From an optimization exercise on the open Yosys and OpenROAD flow, aimed at small area; shortcuts taken in it are not production practice.
Function was checked by simulation only, so behaviour that the tests miss may differ from the original.
The flow treats the clock pin as an ideal source, which a real chip does not have.
Power figures rest on the tool's default switching activity, not on a simulated workload.

## garnet
// pwm_bus_demo
module pwm_bus_demo #(
        parameter pwm_WIDTH = 16,
        parameter DATA_WIDTH = 16
    ) (
        input  wire [7:0]  slave_address,      
        input  wire        slave_read,         
        output reg  [DATA_WIDTH-1:0] slave_readdata,     
        input  wire        slave_write,        
        input  wire [DATA_WIDTH-1:0] slave_writedata,    
        input  wire        clk,           
        input  wire        reset,         
        input  wire [(DATA_WIDTH/8)-1:0] slave_byteenable,
        output wire channel_A,   
        output wire channel_B,   
        output wire pwm_out
    );
Settings: LEC_CHECK=0, CAP_MARGIN=20, CORE_AREA=2.3 2.72 61.64 61.2, DIE_AREA=0 0 64 64, PLACE_DENSITY=0.85, SLEW_MARGIN=20, SYNTH_HIERARCHICAL=1, SYNTH_MINIMUM_KEEP_SIZE=0; clock period 32.0 ns.
standard.sh (not shown) runs the stock make flow with config.mk's settings and CLKGATE_MAP_FILE= SYNTH_SCRIPT=/design/flow/synth_recipe.tcl, a recipe that flattens the netlist after the stock synthesis.
==> flow/flow/run.sh <==
#!/bin/bash
# Own layout flow for pwm_bus_demo:
#  1. the standard synthesis, unchanged (standard.sh synth);
#  2. the combinational cells between the registers re-mapped by ABC for area
#     (registers are kept as they are: same instances, names and cell types;
#     so are the and-or selects, a22o, that feed the bus registers);
#  3. the rest of the standard ORFS flow, with the 1x buffer on every port;
#     the clock is buffered by flow/pre_cts.tcl (one clock buffer per group of
#     nearby registers) just before CTS, which then has nothing left to add.
# Each tool's output goes to a log of its own in the work folder.
set -euo pipefail
cd "$(dirname "$0")/.."
W=$PWD
P=${FLOW_PLATFORM:-sky130hd}
R=$W/orfs/results/$P/pwm_bus_demo/base
LIB=$FLOW_HOME/platforms/$P/lib/sky130_fd_sc_hd__tt_025C_1v80.lib
YOSYS=$(command -v yosys || echo "$FLOW_HOME/../tools/install/yosys/bin/yosys")

export BUFFER_PORTS_ARGS="-buffer_cell sky130_fd_sc_hd__buf_1"
# Clock buffers placed by flow/pre_cts.tcl (one per group of nearby registers)
# before CTS, which then finds the clock already buffered and adds nothing.
export PRE_CTS_TCL=$W/flow/pre_cts.tcl
export CLK_BUF_GROUPS=${CLK_BUF_GROUPS:-4}
export CLK_BUF_CELL=sky130_fd_sc_hd__clkbuf_8
export CTS_ARGS="-sink_clustering_enable -repair_clock_nets -dont_use_dummy_load"

bash standard.sh synth > log_1_standard_synth.log 2>&1
cp "$R/1_2_yosys.v" "$W/synth_standard.v"

# Cells the platform marks don't-use, for ABC to leave out.
DONT_USE=$(sed -n '/^export DONT_USE_CELLS/,/^$/p' "$FLOW_HOME/platforms/$P/config.mk" \
  | grep -o 'sky130_fd_sc_hd__[A-Za-z0-9_]*' | sed 's/^/-dont_use /' | tr '\n' ' ')

# Two ABC scripts; the netlist with the smaller cell area is kept.
best=""; best_area=""
for s in area area2; do
  cat > "$W/reopt_$s.ys" <<EOF
read_liberty -ignore_miss_func $LIB
read_verilog $W/synth_standard.v
hierarchy -top $FLOW_TOP
chtype -map sky130_fd_sc_hd__a22o_2 sky130_fd_sc_hd__a22o_1 t:sky130_fd_sc_hd__a22o_2
chtype -map sky130_fd_sc_hd__a22o_4 sky130_fd_sc_hd__a22o_1 t:sky130_fd_sc_hd__a22o_4
setattr -mod -set keep_hierarchy 1 sky130_fd_sc_hd__df* sky130_fd_sc_hd__edf* sky130_fd_sc_hd__sdf* sky130_fd_sc_hd__dl* sky130_fd_sc_hd__a22o_1
flatten
techmap
opt -fast
select $FLOW_TOP
abc -liberty $LIB -script $W/flow/$s.abc $DONT_USE
opt_clean
write_verilog -noattr -selected $W/synth_reopt_$s.v
design -reset
read_liberty -lib $LIB
read_verilog $W/synth_reopt_$s.v
hierarchy -top $FLOW_TOP
tee -o $W/synth_reopt_$s.area stat -liberty $LIB
EOF
  "$YOSYS" -s "$W/reopt_$s.ys" > "log_2_reopt_$s.log" 2>&1
  a=$(awk '/Chip area for/ {print $NF}' "$W/synth_reopt_$s.area" | tail -1)
  echo "reopt $s: area $a" >> log_2_reopt_choice.log
  if [[ -z "$best" ]] || awk -v a="$a" -v b="$best_area" 'BEGIN {exit !(a < b)}'; then
    best=$s; best_area=$a
  fi
done
echo "kept $best" >> log_2_reopt_choice.log
cp "$W/synth_reopt_$best.v" "$W/synth_reopt.v"
cp "$W/synth_reopt.v" "$R/1_2_yosys.v"
rm -f "$R/1_synth.odb" "$R/1_synth.sdc"

bash standard.sh > log_3_standard_layout.log 2>&1
==> flow/flow/pre_cts.tcl <==
# Clock buffering in place of CTS: the registers are split into CLK_BUF_GROUPS
# groups by position (along x), and one clock buffer placed at the centre of
# each group drives that group's clock pins. The clock port drives only these
# buffers' inputs.
set block [ord::get_db_block]
set dbu [$block getDbUnitsPerMicron]
set sinks {}
foreach pin [get_pins -of_objects [get_nets clk]] {
  if { [get_property $pin direction] ne "input" } { continue }
  set bb [[sta::sta_to_db_inst [get_cells -of_objects $pin]] getBBox]
  lappend sinks [list [expr {([$bb xMin] + [$bb xMax]) / 2.0}] [expr {([$bb yMin] + [$bb yMax]) / 2.0}] $pin]
}
set ng $::env(CLK_BUF_GROUPS)
set sinks [lsort -real -index 0 $sinks]
set n [llength $sinks]
# k-means on the register positions, started from equal slices along x
set cx {}; set cy {}
for {set g 0} {$g < $ng} {incr g} {
  set s [lindex $sinks [expr {(2 * $g + 1) * $n / (2 * $ng)}]]
  lappend cx [lindex $s 0]; lappend cy [lindex $s 1]
}
for {set it 0} {$it < 50} {incr it} {
  set groups {}
  for {set g 0} {$g < $ng} {incr g} { lappend groups {} }
  foreach s $sinks {
    set best 0; set bd 1e30
    for {set g 0} {$g < $ng} {incr g} {
      set d [expr {abs([lindex $s 0] - [lindex $cx $g]) + abs([lindex $s 1] - [lindex $cy $g])}]
      if {$d < $bd} { set bd $d; set best $g }
    }
    lset groups $best [concat [lindex $groups $best] [list $s]]
  }
  for {set g 0} {$g < $ng} {incr g} {
    set grp [lindex $groups $g]
    if {[llength $grp] == 0} { continue }
    set sx 0; set sy 0
    foreach s $grp { set sx [expr {$sx + [lindex $s 0]}]; set sy [expr {$sy + [lindex $s 1]}] }
    lset cx $g [expr {$sx / [llength $grp]}]; lset cy $g [expr {$sy / [llength $grp]}]
  }
}
for {set g 0} {$g < $ng} {incr g} {
  set grp [lindex $groups $g]
  if {[llength $grp] == 0} { continue }
  set sx 0; set sy 0; set pins {}
  foreach s $grp {
    set sx [expr {$sx + [lindex $s 0]}]
    set sy [expr {$sy + [lindex $s 1]}]
    lappend pins [lindex $s 2]
  }
  set x [expr {$sx / [llength $grp] / $dbu}]
  set y [expr {$sy / [llength $grp] / $dbu}]
  puts "clock buffer $g at $x $y for [llength $grp] registers"
  insert_buffer -buffer_cell $::env(CLK_BUF_CELL) -net clk -load_pins $pins \
    -location [list $x $y] -buffer_name clkbuf_$g -net_name clknet_$g
}
Other scripts of this flow, unchanged in this note and not shown: flow/flow/area.abc, flow/flow/area2.abc
Modified inputs, pepper compared to garnet
diff --git a/flow/flow/run.sh b/flow/flow/run.sh
--- a/flow/flow/run.sh
+++ b/flow/flow/run.sh
@@ -21,5 +21,5 @@
 # before CTS, which then finds the clock already buffered and adds nothing.
 export PRE_CTS_TCL=$W/flow/pre_cts.tcl
-export CLK_BUF_GROUPS=${CLK_BUF_GROUPS:-4}
+export CLK_BUF_GROUPS=${CLK_BUF_GROUPS:-3}
 export CLK_BUF_CELL=sky130_fd_sc_hd__clkbuf_8
 export CTS_ARGS="-sink_clustering_enable -repair_clock_nets -dont_use_dummy_load"
[summary]
As far as total of hold buffers inserted after clock tree synthesis goes, garnet and pepper are indistinguishable; the numbers are identical. Summary of pepper over garnet: share of cell area taken by flip-flops and latches increased 0.34 points, design area dropped 0.65%, final period utilization went down by 0.21 points.
Here is what was changed in the inputs of nickel compared with pepper.
- DIE_AREA: 0 0 64 64 -> unset
- CORE_MARGIN: unset -> 2
- CORE_UTILIZATION: unset -> 70
- CORE_AREA: 2.3 2.72 61.64 61.2 -> unset
## What came out
Relative to pepper, mean routed wirelength per cell has gone up in nickel.
Looking at pepper and nickel, the power is a wash.
Going from pepper to nickel, the final cell count was found to have gone down by 16.
Higher instance area after placement goes to pepper over nickel.
nickel ended with more met1 layer usage reported by global route than pepper.
The run showing the smaller growth of design area from synthesis to finish is nickel.
From pepper to nickel the numbers moved as follows: minimum hold slack higher; area of the core region lower; routed wire length higher.

========
## JK
The RTL this note starts from:
==> flow/design.v <==
module pwm_module (
    input wire clk,
    input wire reset,                     
    input wire [8:0] pwm_input,           
    output reg ChannelA,
    output reg ChannelB,
    output reg PWM_out
);
    reg [7:0] quo;
    reg [8:0] rem;
    reg       cmp_q;                      
    reg       direction;                  
    wire [9:0] rem_inc = {1'b0, rem} + 10'd51;
    wire       step    = rem_inc[9];
    always @(posedge clk or posedge reset) begin
        if (reset) begin
            rem <= 9'd113;
            quo <= 8'd0;
        end else begin
            rem <= rem + (step ? 9'd63 : 9'd51);
            if (step)
                quo <= (quo == 8'd254) ? 8'd0 : quo + 8'd1;
        end
    end
    wire       s   = pwm_input[8];
    wire [7:0] x   = pwm_input[7:0] ^ {8{s}};
    wire [8:0] sum = {1'b0, x} + {1'b0, ~quo} + {8'd0, s};
    always @(posedge clk or posedge reset) begin
        if (reset) begin
            cmp_q     <= 1'b0;
            direction <= 1'b0;
            PWM_out   <= 1'b0;
            ChannelA  <= 1'b0;
            ChannelB  <= 1'b0;
        end else begin
            cmp_q     <= sum[8];
            direction <= s;
            PWM_out   <= cmp_q;
            ChannelA  <= ~direction;
            ChannelB  <= direction;
        end
    end
endmodule
module pwm_bus_demo #(
        parameter pwm_WIDTH = 16,
        parameter DATA_WIDTH = 16
    ) (
        input  wire [7:0]  slave_address,      
        input  wire        slave_read,         
        output reg  [DATA_WIDTH-1:0] slave_readdata,     
        input  wire        slave_write,        
        input  wire [DATA_WIDTH-1:0] slave_writedata,    
        input  wire        clk,           
        input  wire        reset,         
        input  wire [(DATA_WIDTH/8)-1:0] slave_byteenable,
        output wire channel_A,   
        output wire channel_B,   
        output wire pwm_out
    );
    reg [DATA_WIDTH-1:0] mem;
    pwm_module my_ip(
        .clk(clk),
        .reset(reset),
        .pwm_input(mem[8:0]),
        .ChannelA(channel_A),
        .ChannelB(channel_B),
        .PWM_out(pwm_out)
    );
    always @(posedge clk or posedge reset) begin
        if (reset)
            mem <= {DATA_WIDTH{1'b0}};
        else if (slave_write)
            mem <= slave_writedata;
    end
    always @(posedge clk) begin
        if (!reset && slave_read)
            slave_readdata <= mem;
    end
endmodule
Settings: LEC_CHECK=0, CAP_MARGIN=20, CORE_MARGIN=2, CORE_UTILIZATION=40, SLEW_MARGIN=20; clock period 32.0 ns.
run.sh (not shown) runs the stock make flow with config.mk's settings and CLKGATE_MAP_FILE= SYNTH_SCRIPT=/design/flow/synth_recipe.tcl, a recipe that flattens the netlist after the stock synthesis.
Stock flow here: none of the scripts above is used.
JK: PASS, flow complete, no timing, DRC or antenna violations
The inputs of MS differ from those of JK as listed below.
==> flow/flow/run.sh (new file) <==
#!/bin/bash
# Own layout flow: the standard ORFS flow (standard.sh, unchanged synthesis),
# with the smallest buffer on the ports and a lighter clock tree.
set -euo pipefail
cd "$(dirname "$0")/.."
# Every port still gets its own buffer, just the 1x one (the design runs at 32 ns).
export BUFFER_PORTS_ARGS="-buffer_cell sky130_fd_sc_hd__buf_1"
# Clock tree from small clock buffers, without dummy loads.
export CTS_ARGS="-sink_clustering_enable -repair_clock_nets -dont_use_dummy_load -buf_list {sky130_fd_sc_hd__clkbuf_4 sky130_fd_sc_hd__clkbuf_8}"
bash standard.sh > flow_standard.log 2>&1
==> flow/standard.sh (new file) <==
#!/bin/bash
# synth_recipe.tcl (not shown) runs the flow's synth.tcl, then flattens the netlist and writes it again
# the make line also repeats each setting of config.mk as NAME=value (left out here)
make -C /OpenROAD-flow-scripts/flow DESIGN_CONFIG=/design/flow/config.mk WORK_HOME=/design/flow/orfs CLKGATE_MAP_FILE= SYNTH_SCRIPT=/design/flow/synth_recipe.tcl "${@:-finish}"
removed: flow/run.sh
### Flow results
No run among MS and JK stopped early or left any final violation; all are clean.
MS reports its critical path's slowest cell as sky130_fd_sc_hd__buf_1 while JK reports sky130_fd_sc_hd__clkdlybuf4s50_1.
Worst hold slack: lower on JK
Between JK and MS, the width of the die does not differ in any meaningful way.
In MS the global-route usage turned out 0.45 points lower than in JK.
--- input diff MS..AL ---
- CAP_MARGIN: 20 -> 0
- SLEW_MARGIN: 20 -> 0
==> flow/flow/run.sh <==
#!/bin/bash
# Own layout flow for pwm_bus_demo:
#  1. the standard synthesis, unchanged (standard.sh synth);
#  2. the combinational cells between the registers re-mapped by ABC for area
#     (registers are kept as they are: same instances, names and cell types);
#  3. the rest of the standard ORFS flow, with the 1x buffer on every port
#     and a clock tree without dummy loads.
# Each tool's output goes to a log of its own in the work folder.
set -euo pipefail
cd "$(dirname "$0")/.."
W=$PWD
P=${FLOW_PLATFORM:-sky130hd}
R=$W/orfs/results/$P/pwm_bus_demo/base
LIB=$FLOW_HOME/platforms/$P/lib/sky130_fd_sc_hd__tt_025C_1v80.lib
YOSYS=$(command -v yosys || echo "$FLOW_HOME/../tools/install/yosys/bin/yosys")

export BUFFER_PORTS_ARGS="-buffer_cell sky130_fd_sc_hd__buf_1"
export CTS_ARGS="-sink_clustering_enable -sink_clustering_size 64 -sink_clustering_max_diameter 1000 -buf_list sky130_fd_sc_hd__clkbuf_8 -root_buf sky130_fd_sc_hd__clkbuf_8 -repair_clock_nets -dont_use_dummy_load"

bash standard.sh synth > log_1_standard_synth.log 2>&1
cp "$R/1_2_yosys.v" "$W/synth_standard.v"

# Cells the platform marks don't-use, for ABC to leave out.
DONT_USE=$(sed -n '/^export DONT_USE_CELLS/,/^$/p' "$FLOW_HOME/platforms/$P/config.mk" \
  | grep -o 'sky130_fd_sc_hd__[A-Za-z0-9_]*' | sed 's/^/-dont_use /' | tr '\n' ' ')

cat > "$W/reopt.ys" <<EOF
read_liberty -ignore_miss_func $LIB
read_verilog $W/synth_standard.v
hierarchy -top $FLOW_TOP
setattr -mod -set keep_hierarchy 1 sky130_fd_sc_hd__df* sky130_fd_sc_hd__edf* sky130_fd_sc_hd__sdf* sky130_fd_sc_hd__dl*
flatten
techmap
opt -fast
select $FLOW_TOP
abc -liberty $LIB -script $W/flow/area.abc $DONT_USE
opt_clean
write_verilog -noattr -selected $W/synth_reopt.v
EOF
"$YOSYS" -s "$W/reopt.ys" > log_2_reopt.log 2>&1
cp "$W/synth_reopt.v" "$R/1_2_yosys.v"
rm -f "$R/1_synth.odb" "$R/1_synth.sdc"

bash standard.sh > log_3_standard_layout.log 2>&1
==> flow/flow/area.abc (new file) <==
strash
&get -n
&deepsyn -T 30
&put
dch -f
amap
### Flow results
- After synthesis and placement, the instance count of AL is below that of MS.
- Final-layout fill cell count was lower in AL than in MS.
- Internal power contribution: AL and MS compared, lower one is AL
- AL vs MS: die outline height down by a few percent
- Final instance area shrinks by more than 10% when moving from MS to AL.
- Compared with MS, AL shows mean instance size in the synthesized netlist lower by about 6%.
Inputs modified between AL and TR:
- SLEW_MARGIN now 20, was 0
- CAP_MARGIN now 20, was 0
--- a/flow/flow/run.sh
+++ b/flow/flow/run.sh
@@ -17,3 +17,3 @@
 export BUFFER_PORTS_ARGS="-buffer_cell sky130_fd_sc_hd__buf_1"
-export CTS_ARGS="-sink_clustering_enable -sink_clustering_size 64 -sink_clustering_max_diameter 1000 -buf_list sky130_fd_sc_hd__clkbuf_8 -root_buf sky130_fd_sc_hd__clkbuf_8 -repair_clock_nets -dont_use_dummy_load"
+export CTS_ARGS="-sink_clustering_enable -repair_clock_nets -dont_use_dummy_load"
 
### Flow results
TR -> AL: multi-input gate share of total cell area delta 0, exact match. Compared AL against TR; clock power share within noise. Final worst-path setup slack of TR is on par with AL. Diff AL -> TR: area enclosed by the die boundary shows no meaningful change, clock-buffer cell count shows no meaningful change, routed length per placed instance shows no meaningful change, final total negative setup slack shows no meaningful change, total global-route track usage shows no meaningful change. As far as number of remaining DRC errors goes, TR and AL are indistinguishable; the numbers are identical.

## separate check: timing with driven ports
The results above use ideal ports. As a check the final layouts listed here were re-extracted and re-timed, cells and wires unchanged. Step 1 (the two cells are an assumption about what drives the block):
set clk [get_ports {clk}]
set_driving_cell -lib_cell sky130_fd_sc_hd__clkbuf_16 $clk
set_driving_cell -lib_cell sky130_fd_sc_hd__buf_2 [delete_from_list [all_inputs] $clk]
Step 2 moves the port delays by t, midway between the first and last clock arrival at a register: inputs arrive t later, outputs are due t later. That takes back most of the time a late clock gives input paths. Slacks: ideal / step 1 / step 2; pairs: ideal / step 1.
run | shift t [ns] | setup slack, ns | hold slack, ns | worst setup path after step 2 | worst register clock-pin slew, ns
garnet | 0.195 | 24.098 / 24.132 / 23.938 | 0.352 / 0.352 / 0.352 | input to register | 0.09 / 0.09
pepper | 0.204 | 24.167 / 24.191 / 23.987 | 0.353 / 0.353 / 0.353 | input to register | 0.12 / 0.12
nickel | 0.202 | 23.897 / 23.921 / 23.719 | 0.372 / 0.372 / 0.372 | input to register | 0.11 / 0.11
JK | 0.323 | 24.393 / 24.388 / 24.065 | 0.355 / 0.355 / 0.355 | input to register | 0.10 / 0.10
MS | 0.319 | 24.661 / 24.661 / 24.343 | 0.366 / 0.366 / 0.366 | input to register | 0.10 / 0.10
AL | 0.315 | 24.315 / 24.315 / 24.000 | 0.355 / 0.355 / 0.355 | input to register | 0.09 / 0.09
TR | 0.315 | 24.315 / 24.315 / 24.000 | 0.355 / 0.355 / 0.355 | input to register | 0.09 / 0.09
After both steps setup and hold are still met in every run listed. For JK, which loses most, drivers alone change the setup slack by -0.005 ns; drivers and shift together by -0.328 ns.
